Context: an optimization exercise on an open-source flow, tuned for small area, a short achievable clock period and few clock cycles. The choices shown serve that exercise and are no tape-out recipe. The RTL was checked by simulation tests, not by an equivalence proof against the original design. No activity file was given, so power comes from the tool's default toggle rates.

==> flow/design.v (outline; a module is shown in full before it is edited, if it fits) <==
// module nn_image_top: 5580 lines
// module nn_fa: 4 lines
// module nn_bsel: 3 lines
// module nn_bseln: 3 lines
// module nn_gp: 4 lines
// module nn_g: 3 lines
// module nn_ha: 4 lines
module nn_image_top #(
 parameter int IMG_W = 8,
 parameter int IMG_H = 8
)(
 input logic clk,
 input logic rst,
 input logic in_valid,
 input logic signed [8:0] in_pixel,
 input logic signed [7:0] k00, k01, k02,
 input logic signed [7:0] k10, k11, k12,
 input logic signed [7:0] k20, k21, k22,
 input logic signed [7:0] bias,
 input logic signed [7:0] scale,
 input logic signed [7:0] offset,
 input logic signed [7:0] w0,
 input logic signed [7:0] w1,
 input logic signed [7:0] w2,
 output logic out_valid,
 output logic signed [21:0] conv_result,
 output logic signed [21:0] norm_result,
 output logic signed [39:0] acc0,
 output logic signed [39:0] acc1,
 output logic signed [39:0] acc2,
 output logic [2:0] out_x,
 output logic [2:0] out_y
);
  // ...
==> flow/flow/run.sh <==
#!/bin/bash
# Own layout flow: the standard ORFS flow (standard.sh), with these changes to how the
# layout is made, none to the design's constraints (clock period, I/O delays, loads):
#  1. synthesis maps logic with ORFS's ABC speed script minus its final buffer/upsize/dnsize
#     steps (the registers are exactly the standard synthesis's; only gate sizes differ);
#  2. the port buffers that ORFS inserts at global placement are buf_4 cells;
#  3. repair_timing works on every path slower than about 3.5 ns (SETUP_SLACK_MARGIN),
#     not only on paths that miss the 12 ns clock.
# Each tool's output goes to a log file in this folder.
set -euo pipefail
W=$(pwd)
mkdir -p "$W/scripts_mod"
cp -r "$FLOW_HOME/scripts/." "$W/scripts_mod/"
sed -i -e '/^buffer -c$/d' -e '/^upsize -c$/d' -e '/^dnsize -c$/d' "$W/scripts_mod/abc_speed.script"
SCRIPTS_DIR="$W/scripts_mod" bash standard.sh synth > "$W/synth.log" 2>&1
SETUP_SLACK_MARGIN=8.5 BUFFER_PORTS_ARGS="-buffer_cell sky130_fd_sc_hd__buf_4" bash standard.sh > "$W/layout.log" 2>&1
test -f "$W/out/final.def"
==> flow/standard.sh <==
#!/bin/bash
# synth_recipe.tcl (not shown) runs the flow's synth.tcl, then flattens the netlist and writes it again
# the make line also repeats each setting of config.mk as NAME=value (left out here)
make -C /OpenROAD-flow-scripts/flow DESIGN_CONFIG=/design/flow/config.mk WORK_HOME=/design/flow/orfs CLKGATE_MAP_FILE= SYNTH_SCRIPT=/design/flow/synth_recipe.tcl "${@:-finish}"
==> flow/config.mk <==
export PLATFORM = sky130hd
export DESIGN_NAME = nn_image_top
export DESIGN_NICKNAME = nn_image_top
export VERILOG_FILES = /design/flow/design.v
export SDC_FILE = /design/flow/constraint.sdc
export NUM_CORES = 4
export LEC_CHECK = 0
export CAP_MARGIN = 20
export CORE_MARGIN = 2
export CORE_UTILIZATION = 62
export CTS_CLUSTER_DIAMETER = 100
export CTS_CLUSTER_SIZE = 20
export PLACE_DENSITY = 0.72
export SLEW_MARGIN = 20
export SYNTH_HIERARCHICAL = 1
==> flow/constraint.sdc <==
create_clock -name core_clock -period 12.0 [get_ports {clk}]
set_input_delay 2.4000 -clock core_clock [delete_from_list [all_inputs] [get_ports {clk}]]
set_output_delay 2.4000 -clock core_clock [all_outputs]
set_load 0.01 [all_outputs]
==> summary.txt, run 1 <==
- Vias: 32,465
- Clk root buf: clkbuf_16
- First-pass GRT wire length: 194,000 um
- Tot GR Track Use: 29.4%
- Sink Count: 988
- P_int: 10.2 mW
- P&R area growth vs syn: 11.6%
- Largest reg by FF count: SR
- DP Area: 0.0556 mm2
- Remaining DRCs: 0
- Critical-path maximum fanout: 1
- P_clk: 1.91 mW
- Most frequent cells in the layout: 696 x xnor2_1, 694 x dfxtp_1, 648 x a22oi_1
- Hold-fix buffers, CTS: 0
- WL met1: 49,400 um
- Post-synthesis xor/xnor area fraction: 14.7%
- Switching power: 6.78 mW
- Post-synth EDFFs: 162
- Congestion Overflow GR: 0
- Fin. Hold Viols: 0
- Worst setup margin: 8.47 ns
- Min-delay worst type: flop to flop
- Period utilisation layout: 29.5%
- Clock share of power: 11.3%
- Bufs on Longest Clock Path: 3
- Status: no timing/DRC/antenna violations
- Met1 usage: 38.1%
- RSZ-0062 raised after global routing: yes
- Endpoint, Worst Hold: conv_d[1][1]
Testbench counts, summed over its fixed seeds: cycles 8,256.
==> inputs of run 2 (changes only) <==
==> flow/flow/run.sh (replaced) <==
#!/bin/bash
# Own layout flow: the standard ORFS flow (standard.sh), with these changes to how the
# layout is made, none to the design's constraints (clock period, I/O delays, loads):
#  1. synthesis maps logic with ORFS's ABC speed script minus its final buffer/upsize/dnsize
#     steps (the registers are exactly the standard synthesis's; only gate sizes differ);
#  2. the port buffers that ORFS inserts at global placement are buf_1 cells (timing repair
#     then sizes them up where needed);
#  3. repair_timing works on every path slower than about 3.5 ns (SETUP_SLACK_MARGIN),
#     not only on paths that miss the 12 ns clock.
# Each tool's output goes to a log file in this folder.
set -euo pipefail
W=$(pwd)
mkdir -p "$W/scripts_mod"
cp -r "$FLOW_HOME/scripts/." "$W/scripts_mod/"
sed -i -e '/^buffer -c$/d' -e '/^upsize -c$/d' -e '/^dnsize -c$/d' "$W/scripts_mod/abc_speed.script"
SCRIPTS_DIR="$W/scripts_mod" bash standard.sh synth > "$W/synth.log" 2>&1
SETUP_SLACK_MARGIN=8.5 BUFFER_PORTS_ARGS="-buffer_cell sky130_fd_sc_hd__buf_1" bash standard.sh > "$W/layout.log" 2>&1
test -f "$W/out/final.def"
==> run 2 against run 1 <==
Synthesized cell count stayed put. Register-to-register slack improved by 0.08 ns. Sequential power decreased by 1%. Clock power about the same. First-iteration DRC count is 16% higher. Combinational power fell by 1%. Routed wire length rose by 0.49%. Still clean on timing, DRC and antenna. Sequential cell count unchanged. Total power down 1.1%. Highest routed layer unchanged. Clock-buffer cell count unchanged.
==> summary.txt, run 2 <==
- Wire per inst: 22.9 um (was 22.8 um)
- Worst path top cell family by delay: flip-flops (unchanged)
- Core Region: 0.0833 mm2 (unchanged)
- Num ports: 303 (unchanged)
- Most frequent cells in the layout: 752 x dfxtp_1, 696 x xnor2_1, 648 x a22oi_1 (was 696 x xnor2_1, 694 x dfxtp_1, 648 x a22oi_1)
- Synth Area in Compound Gates: 12.9% (unchanged)
- Initial core utilization: 62.4% (unchanged)
- Data arrival time of the worst path: 1.13 ns (about the same)
- Vias per inst: 5.93 (about the same)
- Top cells by count, synth: 826 x dfxtp_1, 696 x xnor2_1, 648 x a22oi_1 (unchanged)
- Post-synth top area share: 31.8% (unchanged)
- Fin. Hold Viols: 0 (unchanged)
- Die area: 0.0862 mm2 (unchanged)
- HPWL Detailed: 93,500 um (was 94,000 um)
- Largest register FFs: 162 (unchanged)
- Synthesized area: 0.0520 mm2 (unchanged)
- Post-layout util: 68.4% (was 69.7%)
- Row count: 106 (unchanged)
- Status: no timing/DRC/antenna violations (unchanged)
- Simple-Gate Fraction of Synth Area: 3.41% (unchanged)
- Relative slew margins: 23.6% (was 21.9%)
- Area contributors post-synth: dfxtp_1 32%, fa_1 21%, xnor2_1 12% (unchanged)
- Die height: 294 um (unchanged)
- DRT antenna net count: 0 (unchanged)
- Startpoint types: flop (unchanged)
- Post-synth EDFFs: 162 (unchanged)
- Final count of negative-setup-slack endpoints: 0 (unchanged)
- Min-delay worst type: flop to flop (unchanged)
- Die X: 294 um (unchanged)
- Critical Path RT: 9.60 ns (about the same)
- Setup tns final: 0 ns (unchanged)
- Final WL: 125,000 um (about the same)
- RSZ-0062 raised after global routing: yes (unchanged)
- Regs by FF count: SR x162, conv_d x84, norm_d x42 (unchanged)
- Fraction of the mapped netlist area in adder cells: 26.4% (unchanged)
- Clock Skew: 0.0318 ns (was 0.0186 ns)
- Commonest non-fill, non-tap cell in the layout: dfxtp_1 (was xnor2_1)
- # Max-Cap Violations: 0 (unchanged)
- Leak Pwr: 22.5 nW (was 23.1 nW)
- Final #Nets: 5,284 (was 5,280)
- Synthesized area per cell: 13.0 um2 (unchanged)
- 1st-pass router iterations: 8 (was 6)
- Fmax: 283 MHz (about the same)
- Largest net degree at the start of global routing: 79 (was 76)
- I/O Buffers: 301 (unchanged)
- Layout cells sized above 1: 8.01% (was 12.2%)
- Max incr delay on CP: 0.39 ns (was 0.37 ns)
- Total CTS buffers: 55 (unchanged)
- Worst-Skew Late Latency: 0.65 ns (was 0.64 ns)
- Main synth FF type: dfxtp_1 (unchanged)
- H-Tree Depth: 2 (unchanged)
- CTS tree: done (unchanged)
- Largest reg by FF count: SR (unchanged)
- Drt first-iter violations: 2,992 (was 2,574)
- Slowest-stage cell, CP: dfxtp_4 (unchanged)
- Fraction of registers with async set/reset: 0% (unchanged)
- Synth Register Bits: 988 (unchanged)
- Clk root buf: clkbuf_16 (unchanged)
- Critical path type: flop to primary output (unchanged)
- Setup crit end kind: primary output (unchanged)
- Count leader, synth: dfxtp_1 (unchanged)
- Setup WS pre-CTS: 8.66 ns (was 8.63 ns)
- Worst setup margin: 8.47 ns (about the same)
- Period utilisation layout: 29.4% (was 29.5%)
- Crit-path cells: buf_6 (unchanged)
- Gpl congestion: 0.964 (about the same)
- Worst-Margin Slew: 1.14 ns (was 1.17 ns)
- Syn_nets: 4,912 (unchanged)
- Remaining DRCs: 0 (unchanged)
- Vias: 32,476 (was 32,465)
- Min Tclk post-route: 3.53 ns (about the same)
- Cells after synthesis: 4,006 (unchanged)
- Critical path buffers and inverters: 1 (unchanged)
- Critical-path maximum fanout: 4 (was 1)
- Bufs on Longest Clock Path: 3 (unchanged)
- Congestion Overflow GR: 0 (unchanged)
- Mux contribution to synthesized area: 0.0578% (unchanged)
- Largest family of logic cells by synthesized area: adder cells (unchanged)
- Syn. warnings: 17 (unchanged)
- Initial antenna violation count: 4 (was 7)
- First-pass GRT wire length: 193,000 um (was 194,000 um)
- # fillers: 6,186 (was 6,095)
- Max IR drop VDD: 0.000157 V (was 0.000164 V)
- Clock transition at the registers of the reported paths: 0.09 ns (about the same)
- Register area share after synthesis: 41.2% (unchanged)
- Vias in the first global route: 32,721 (was 32,848)
- Hold-fix buffers, CTS: 0 (unchanged)
- Pwr dens: 295 mW/mm2 (was 292 mW/mm2)
- Tot GR Track Use: 29.3% (was 29.4%)
- Unique masters post-synth: 29 (unchanged)
- Slew Viols, Final: 0 (unchanged)
- Sink Count: 988 (unchanged)
- P&R area growth vs syn: 9.55% (was 11.6%)
- Post-synthesis xor/xnor area fraction: 14.7% (unchanged)
- Synth area leader: dfxtp_1 (unchanged)
-- run 2: cell counts after synthesis --
Identical to the previous run, type by type.
-- run 2: per-layer routing --
layer  vias up  share of wire (%)  routed length [um]  GRT usage, %
met3       229                5.7                7160          3.44
met4         2                4.8                5960          12.1
li1      14731                  -                   -             -
met2      1178                 49               62000          49.6
met1     16336                 40               50400          38.4
met5         -              0.010                  13             0
-- run 2: path summary, 6_finish.rpt --
| path | startpoint | to | slack, ns | cells past startpoint |
|---|---|---|---|---|
| worst max-delay path | a2_s | acc2[35] | 8.47 | 1 |
| worst min-delay path | conv_d[0][1] | conv_d[1][1] | 0.32 | 0 |
| worst max register to register | SR[1][2] | ca0_1036 | 8.65 | 6 |
| worst min register to register | conv_d[0][1] | conv_d[1][1] | 0.32 | 0 |
-- run 2: timing repair --
item,in CTS,in global routing
setup buffers,7,1
gates resized for setup,274,65
setup endpoints to repair,170,155
pin swaps,0,0
-- run 2: stage by stage --
step	hold slack (ns)	instance area (um2)	std cells	total power [mW]
2_1_floorplan	0.310	52000	4006	11.8
3_3_place_gp	0.310	54500	5393	14.4
3_5_place_dp	0.312	54500	5393	14.7
4_1_cts	0.319	56700	5475	16.8
5_1_grt	0.328	56900	5477	18.2
6_report	0.320	56900	5478	16.8
-- run 2: power by group --
part           switching, mW  internal, mW  total, mW  leakage, nW
logic                   4.99          4.41       9.41         13.3
registers              0.718          4.74       5.46         8.48
clock network           1.05         0.862       1.91        0.730
-- run 2: cell type report --
type / count / area [um2] / area share [%]
antenna: 2 / 5.00 / 0.00879
clock buffer: 73 / 1490 / 2.61
clock inverter: 2 / 13.8 / 0.0242
inverter: 105 / 394 / 0.692
multi-input combinational: 2878 / 29900 / 52.6
sequential: 988 / 21500 / 37.8
tap: 1080 / 1350 / 2.37
timing repair buffer: 350 / 2260 / 3.97
-- run 2: per-module statistics from Yosys (local to each module, per instance) --
module	cells	copies in the design	area [um2]
nn_bsel	2	608	16.3
nn_g	1	117	7.51
nn_image_top	1658	1	25900
nn_gp	2	95	13.8
nn_ha	1	208	12.5
nn_bseln	2	40	16.3
nn_fa	1	537	20.0
-- run 2: kinds of logic (layout without fill, tap and decap cells) --
| group | count (synthesis) | in the layout |
|---|---|---|
| adder cells (fa/ha/maj) | 774 | 774 |
| other | 1 | 3 |
| multiplexers | 3 | 3 |
| buffers and inverters | 140 | 530 |
| XOR/XNOR | 875 | 875 |
| flip-flops | 988 | 988 |
| AO/OA/AOI/OAI | 912 | 912 |
| AND/OR/NAND/NOR | 313 | 313 |
-- run 2: worst reg2reg max path, stage by stage, from the launching register on --
cell      delay, ns
edfxtp_1       0.71
a22oi_1        0.20
xnor2_1        0.18
fa_1           0.47
fa_1           0.71
fa_1           0.49
fa_1           0.48
==> inputs of run 3 (changes only) <==
--- a/flow/config.mk
+++ b/flow/config.mk
@@ -8,8 +8,8 @@
 export CAP_MARGIN = 20
 export CORE_MARGIN = 2
 export CORE_UTILIZATION = 62
-export CTS_CLUSTER_DIAMETER = 100
-export CTS_CLUSTER_SIZE = 20
+export CTS_CLUSTER_DIAMETER = 120
+export CTS_CLUSTER_SIZE = 25
 export PLACE_DENSITY = 0.72
 export SLEW_MARGIN = 20
 export SYNTH_HIERARCHICAL = 1
==> run 3 against run 2 <==
Register-to-register slack got worse by 0.02 ns. Area after synthesis unchanged. First-iteration DRC count increased by 0.94%. Global-route usage about the same. Clock skew decreased by 0.00062 ns. Hold slack about the same. Largest power group unchanged. Synthesized cell count unchanged. Design area decreased by 0.53%. Die area unchanged. Critical path type unchanged. Sequential share of layout area increased by 0.19 points. Core utilization decreased by 0.36 points. Highest routed layer unchanged.
==> summary.txt, run 3 <==
- Row count: 106 (unchanged)
- Syn. warnings: 17 (unchanged)
- Final WL: 125,000 um (about the same)
- Synthesized area per cell: 13.0 um2 (unchanged)
- Total Power: 16.6 mW (was 16.8 mW)
- H-Tree Depth: 2 (unchanged)
- P&R area growth vs syn: 8.97% (was 9.55%)
- Startpoint types: flop (unchanged)
- Post-synth top area share: 31.8% (unchanged)
- Regs by FF count: SR x162, conv_d x84, norm_d x42 (unchanged)
- Worst-Skew Late Latency: 0.64 ns (was 0.65 ns)
- Crit-path cells: buf_2 (was buf_6)
- DRT antenna net count: 0 (unchanged)
- Vias in the first global route: 32,618 (was 32,721)
- Vias: 32,549 (was 32,476)
- Fraction of registers with async set/reset: 0% (unchanged)
- Most frequent cells in the layout: 751 x dfxtp_1, 696 x xnor2_1, 648 x a22oi_1 (was 752 x dfxtp_1, 696 x xnor2_1, 648 x a22oi_1)
- Layout cells sized above 1: 7.83% (was 8.01%)
- Leak Pwr: 22.3 nW (was 22.5 nW)
- First-pass GRT wire length: 193,000 um (about the same)
- Die area: 0.0862 mm2 (unchanged)
- Total CTS buffers: 45 (was 55)
- Gpl congestion: 0.964 (unchanged)
- Congestion Overflow GR: 0 (unchanged)
- Vias per inst: 5.96 (was 5.93)
- Count leader, synth: dfxtp_1 (unchanged)
- Hold-fix buffers, CTS: 0 (unchanged)
- Worst path top cell family by delay: flip-flops (unchanged)
- Critical path buffers and inverters: 1 (unchanged)
- Area contributors post-synth: dfxtp_1 32%, fa_1 21%, xnor2_1 12% (unchanged)
- Max incr delay on CP: 0.35 ns (was 0.39 ns)
- Final #Nets: 5,273 (was 5,284)
- Reg area: 0.0215 mm2 (about the same)
- Synthesized area: 0.0520 mm2 (unchanged)
- I/O Buffers: 301 (unchanged)
- Drt first-iter violations: 3,020 (was 2,992)
- Main synth FF type: dfxtp_1 (unchanged)
- Period utilisation layout: 29.4% (about the same)
- Top cells by count, synth: 826 x dfxtp_1, 696 x xnor2_1, 648 x a22oi_1 (unchanged)
- Final count of negative-setup-slack endpoints: 0 (unchanged)
- Min-delay worst type: flop to flop (unchanged)
- Syn_nets: 4,912 (unchanged)
- Largest net degree at the start of global routing: 79 (unchanged)
- Unique masters post-synth: 29 (unchanged)
- Synth area leader: dfxtp_1 (unchanged)
- 1st-pass router iterations: 6 (was 8)
- Clock Skew: 0.0312 ns (was 0.0318 ns)
- Reg2Reg Depth: 6 (unchanged)
- HPWL Detailed: 93,500 um (unchanged)
- Clk root buf: clkbuf_16 (unchanged)
- Wire per inst: 22.9 um (about the same)
- CTS tree: done (unchanged)
- Num ports: 303 (unchanged)
- Cells after synthesis: 4,006 (unchanged)
- # fillers: 6,207 (was 6,186)
- Fin. Hold Viols: 0 (unchanged)
- Core Region: 0.0833 mm2 (unchanged)
- Clock transition at the registers of the reported paths: 0.11 ns (was 0.09 ns)
- Setup tns final: 0 ns (unchanged)
- Largest reg by FF count: SR (unchanged)
- Initial antenna violation count: 6 (was 4)
- Post-synth EDFFs: 162 (unchanged)
- Status: no timing/DRC/antenna violations (unchanged)
- Relative slew margins: 25.0% (was 23.6%)
- Commonest non-fill, non-tap cell in the layout: dfxtp_1 (unchanged)
- Pwr dens: 293 mW/mm2 (was 295 mW/mm2)
- Slowest-stage cell, CP: dfxtp_2 (was dfxtp_4)
- Register area share after synthesis: 41.2% (unchanged)
- Largest register FFs: 162 (unchanged)
- Remaining DRCs: 0 (unchanged)
- Tot GR Track Use: 29.2% (was 29.3%)
- Critical-path maximum fanout: 4 (unchanged)
- Worst-Margin Slew: 1.12 ns (was 1.14 ns)
- Setup crit end kind: primary output (unchanged)
- # Max-Cap Violations: 0 (unchanged)
- Data arrival time of the worst path: 1.12 ns (was 1.13 ns)
- Critical Path RT: 9.60 ns (about the same)
- RSZ-0062 raised after global routing: yes (unchanged)
- Hold depth: 0 (unchanged)
- Slew Viols, Final: 0 (unchanged)
- Initial core utilization: 62.4% (unchanged)
- Max IR drop VDD: 0.000153 V (was 0.000157 V)
- Area taken by multi-input logic gates: 0.0299 mm2 (unchanged)
- Critical path type: flop to primary output (unchanged)
- Min Tclk post-route: 3.52 ns (was 3.53 ns)
- Bufs on Longest Clock Path: 3 (unchanged)
- Die X: 294 um (unchanged)
- Sink Count: 988 (unchanged)
- Die height: 294 um (unchanged)
- Critical path depth in cells: 1 (unchanged)
- Synth Register Bits: 988 (unchanged)
- Fmax: 284 MHz (was 283 MHz)
==> run 3: worst paths after layout <==
path                                   start            to  slack [ns]
worst max-delay path                a0_q[28]      acc0[28]        8.48
worst min-delay path            conv_d[2][1]  conv_d[3][1]        0.32
worst max register to register      SR[1][2]      ca0_1036        8.63
worst min register to register  conv_d[2][1]  conv_d[3][1]        0.32
==> run 3: logic make-up after synthesis <==
family	count (synthesis)	share of synthesized area, %
buffers and inverters	140	1.26
other	1	0.00721
flip-flops	988	41.2
adder cells (fa/ha/maj)	774	26.4
AND/OR/NAND/NOR	313	3.41
multiplexers	3	0.0578
AO/OA/AOI/OAI	912	12.9
XOR/XNOR	875	14.7
==> run 3: what timing repair did <==
item	CTS	global route
setup buffers	7	0
endpoints found under the hold margin	0	0
setup endpoints to repair	170	140
resized for setup	268	59
==> run 3: routing by layer <==
| layer | global-route usage [%] | vias to the layer above | wire, um |
|---|---|---|---|
| met5 | 0 | - | 26 |
| met4 | 11.9 | 4 | 5820 |
| met3 | 3.49 | 223 | 7360 |
| met2 | 49.5 | 1183 | 62000 |
| met1 | 38.4 | 16428 | 49900 |
| li1 | - | 14711 | - |
==> run 3: modules after synthesis (local to each module, per instance), excerpt <==
module	flops+latches	times used	area, um2	cells
nn_ha	0	208	12.5	1
nn_bseln	0	40	16.3	2
nn_fa	0	537	20.0	1
nn_gp	0	95	13.8	2
nn_bsel	0	608	16.3	2
nn_image_top	988	1	25900	1658
==> run 3: through the flow <==
step | hold slack, ns | cells | area (um2) | worst slack, ns | util [%]
6_report | 0.320 | 5465 | 56600 | 8.48 | 68.0
4_1_cts | 0.323 | 5463 | 56400 | 8.44 | 67.7
3_3_place_gp | 0.310 | 5393 | 54500 | 8.71 | 65.5
5_1_grt | 0.334 | 5464 | 56600 | 8.43 | 68.0
3_5_place_dp | 0.312 | 5393 | 54500 | 8.66 | 65.5
2_1_floorplan | 0.310 | 4006 | 52000 | 9.03 | -
==> run 3: layout make-up <==
type,instances,share of cell area [%]
Clock buffer,61,2.21
Inverter,105,0.696
Timing Repair Buffer,349,3.88
Antenna cell,2,0.00884
Multi-Input combinational cell,2878,52.8
Tap cell,1080,2.39
Sequential cell,988,38.0
Clock inverter,2,0.0309
==> run 3: where the power goes <==
group / internal (mW) / switching (mW) / total (mW)
registers: 4.74 / 0.712 / 5.45
clock network: 0.734 / 1.03 / 1.76
logic: 4.40 / 5.00 / 9.40
total: 9.88 / 6.74 / 16.6

[separate check: timing with driven ports]
In the flow no input, the clock included, has a driving cell. The finished layouts below were timed again as built, in two steps.
Step 1 sets driving cells, clkbuf_16 on the clock port and buf_2 on the other inputs (assumed; they add their load-dependent delay and slew).
Step 2 moves the port delays by t, midway between the first and last clock arrival at a register: inputs arrive t later, outputs are due t later. That takes back most of the time a late clock gives input paths.
a / b / c = ideal / step 1 / step 2; a / b = the first two.
| run | shift t [ns] | setup WS [ns] | clock arrival spread, ns |
|---|---|---|---|
| run 1 | 0.704 | 8.465 / 8.396 / 8.574 | 0.023 / 0.023 |
| run 2 | 0.700 | 8.467 / 8.396 / 8.649 | 0.037 / 0.037 |
| run 3 | 0.695 | 8.477 / 8.407 / 8.631 | 0.034 / 0.035 |
After both steps setup and hold are still met in every run listed.
